What follows belongs to an exercise in optimizing a design on an open flow for small area, a short achievable clock period and few clock cycles per item; a production flow would make more cautious choices.
RTL that was checked went through simulation tests only; none was proved equivalent to the original.

Setup of wip/onyx:
// tea
module tea (
   input        clk,
   input        rstb,
   input [15:0] delta,
   input [ 2:0] round,
   input [63:0] key,
   input        enc_write,
   input [31:0] enc_wdata,
  output        enc_valid,
  output [31:0] enc_rdata,
   input        dec_write,
   input [31:0] dec_wdata,
  output        dec_valid,
  output [31:0] dec_rdata
);
Size: ~1700 cells after synthesis, about 12000 µm² of cells after synthesis.
export LEC_CHECK = 0
export ABC_AREA = 1
export CAP_MARGIN = 20
export CORE_MARGIN = 2
export CORE_UTILIZATION = 40
export SLEW_MARGIN = 20
create_clock -name core_clock -period 11.0 [get_ports {clk}]
standard.sh (not shown) runs the stock make flow with config.mk's settings and CLKGATE_MAP_FILE= SYNTH_SCRIPT=/design/flow/synth_recipe.tcl, a recipe that flattens the netlist after the stock synthesis.
==> flow/flow/run.sh <==
#!/bin/bash
# Standard ORFS layout, with the port buffers made of buf_1 cells instead of
# the larger, slower cell buffer_ports picks by default.
set -o pipefail
export BUFFER_PORTS_ARGS="-buffer_cell sky130_fd_sc_hd__buf_1"
export SETUP_SLACK_MARGIN=6.8
bash standard.sh > standard.log 2>&1
wip/onyx closes out successfully: all stages finished, all timing, DRC and antenna checks passed.
The following lists how wip/xenon was set up differently from wip/onyx:
==> flow/flow/run.sh <==
#!/bin/bash
# Standard ORFS layout, with the port buffers made of buf_1 cells instead of
# the larger, slower cell buffer_ports picks by default.
set -o pipefail
export BUFFER_PORTS_ARGS="-buffer_cell sky130_fd_sc_hd__buf_1"
export SETUP_SLACK_MARGIN=7.0
bash standard.sh > standard.log 2>&1
-- flow/config.mk --
<<< wip/onyx, line 10
export CORE_MARGIN = 2
export CORE_UTILIZATION = 40
export SLEW_MARGIN = 20
>>> wip/xenon, line 10
export CORE_MARGIN = 2
export CORE_UTILIZATION = 40
export CTS_BUF_LIST = sky130_fd_sc_hd__clkbuf_8
export SLEW_MARGIN = 20
==> summary.txt <==
On overall global routing resource usage, wip/onyx tracks wip/xenon almost exactly.
The final worst setup slack in wip/xenon was higher than what wip/onyx gave.
On wip/xenon: share of the clock period used by the worst path is 1.4 points lower than what wip/onyx gave.
| final hold slack | lower: wip/onyx |
Max multi-input logic portion of the cell area across wip/xenon and wip/onyx: wip/xenon
wip/xenon vs. wip/onyx: number of vias after detailed routing climbed about 1.2%, final core utilization went up 0.47 points, summed area of non-filler cells in the final layout now sits higher.
The inputs of wip/zinc differ from those of wip/xenon as listed below.
-- flow/config.mk --
<<< wip/xenon, line 10
export CORE_MARGIN = 2
export CORE_UTILIZATION = 40
export CTS_BUF_LIST = sky130_fd_sc_hd__clkbuf_8
export SLEW_MARGIN = 20
>>> wip/zinc, line 10
export CORE_MARGIN = 2
export CORE_UTILIZATION = 40
export SLEW_MARGIN = 20
--- outcome ---
- [compare] base=wip/xenon new=wip/zinc: logic depth of the worst register-to-register path shows a reduction of 1, flip-flop and latch count ~0 delta, register bit count reported by yosys held steady, maximum single-stage delay on the critical path shows a reduction of 60 ps.
- Compared with wip/xenon, in wip/zinc core utilization now sits higher; final worst-path setup slack now sits higher.
Function was not checked in any run of this note: the RTL went through the layout flow alone.

* * *

Another version of the RTL of tea (not shown whole).
Size: roughly 1200 cells after synthesis, about 220 I/O pins, ~12000 um^2 of cells after synthesis.
==> flow/config.mk <==
export PLATFORM = sky130hd
export DESIGN_NAME = tea
export DESIGN_NICKNAME = tea
export VERILOG_FILES = /design/flow/design.v
export SDC_FILE = /design/flow/constraint.sdc
export NUM_CORES = 4
export LEC_CHECK = 0
export CAP_MARGIN = 20
export CORE_MARGIN = 2
export CORE_UTILIZATION = 40
export SLEW_MARGIN = 20
==> flow/constraint.sdc <==
create_clock -name core_clock -period 11.0 [get_ports {clk}]
set_input_delay 2.2000 -clock core_clock [delete_from_list [all_inputs] [get_ports {clk}]]
set_output_delay 2.2000 -clock core_clock [all_outputs]
set_load 0.01 [all_outputs]
==> flow/flow/run.sh <==
#!/bin/bash
# Standard ORFS layout, with the port buffers made of buf_1 cells instead of
# the larger, slower cell buffer_ports picks by default.
set -o pipefail
export BUFFER_PORTS_ARGS="-buffer_cell sky130_fd_sc_hd__buf_1"
export SETUP_SLACK_MARGIN=6.5
bash standard.sh > standard.log 2>&1
Testbench counts at the start, summed over its fixed seeds: cycles 85,704, items 2,560.
Then changed:
--- a/flow/flow/run.sh
+++ b/flow/flow/run.sh
@@ -4,4 +4,4 @@
 set -o pipefail
 export BUFFER_PORTS_ARGS="-buffer_cell sky130_fd_sc_hd__buf_1"
-export SETUP_SLACK_MARGIN=6.5
+export SETUP_SLACK_MARGIN=7.0
 bash standard.sh > standard.log 2>&1
ABC_AREA = 1   (was unset)
Effect: Routed wire length rose by 16%; worst setup slack improves by 0.65 ns; via count rose by about 22%; final cell count rose by about 27%; first-iteration DRC count rose by 18%.

## what the ideal ports hide
No port has a modelled driver above. Below, the same layouts with a new extraction and two added sets of constraints. Step 1 assumes that a clkbuf_16 drives the clock port and a buf_2 every other input. Step 2 also shifts input and output timing later by t, the mid clock arrival at the registers, as if the neighbouring blocks saw the same clock. Three values: ideal ports, drivers, drivers and shift; two values: the first two.
run	t (ns)	slack for setup (ns)	worst hold slack (ns)	worst setup path at the end
wip/onyx	0.494	6.936 / 6.884 / 6.541	0.490 / 0.490 / 0.490	input to register
wip/xenon	0.524	7.093 / 7.050 / 6.679	0.495 / 0.495 / 0.495	input to register
wip/zinc	0.492	7.118 / 7.067 / 6.681	0.490 / 0.490 / 0.490	input to register
the first run of note 2	0.472	6.467 / 6.467 / 6.278	0.515 / 0.515 / 0.515	input to register
the second run of note 2	0.479	7.113 / 7.113 / 6.677	0.521 / 0.521 / 0.521	input to register
After both steps every run listed still meets setup and hold. For wip/zinc, which loses most, drivers alone change the setup slack by -0.051 ns; drivers and shift together by -0.437 ns.
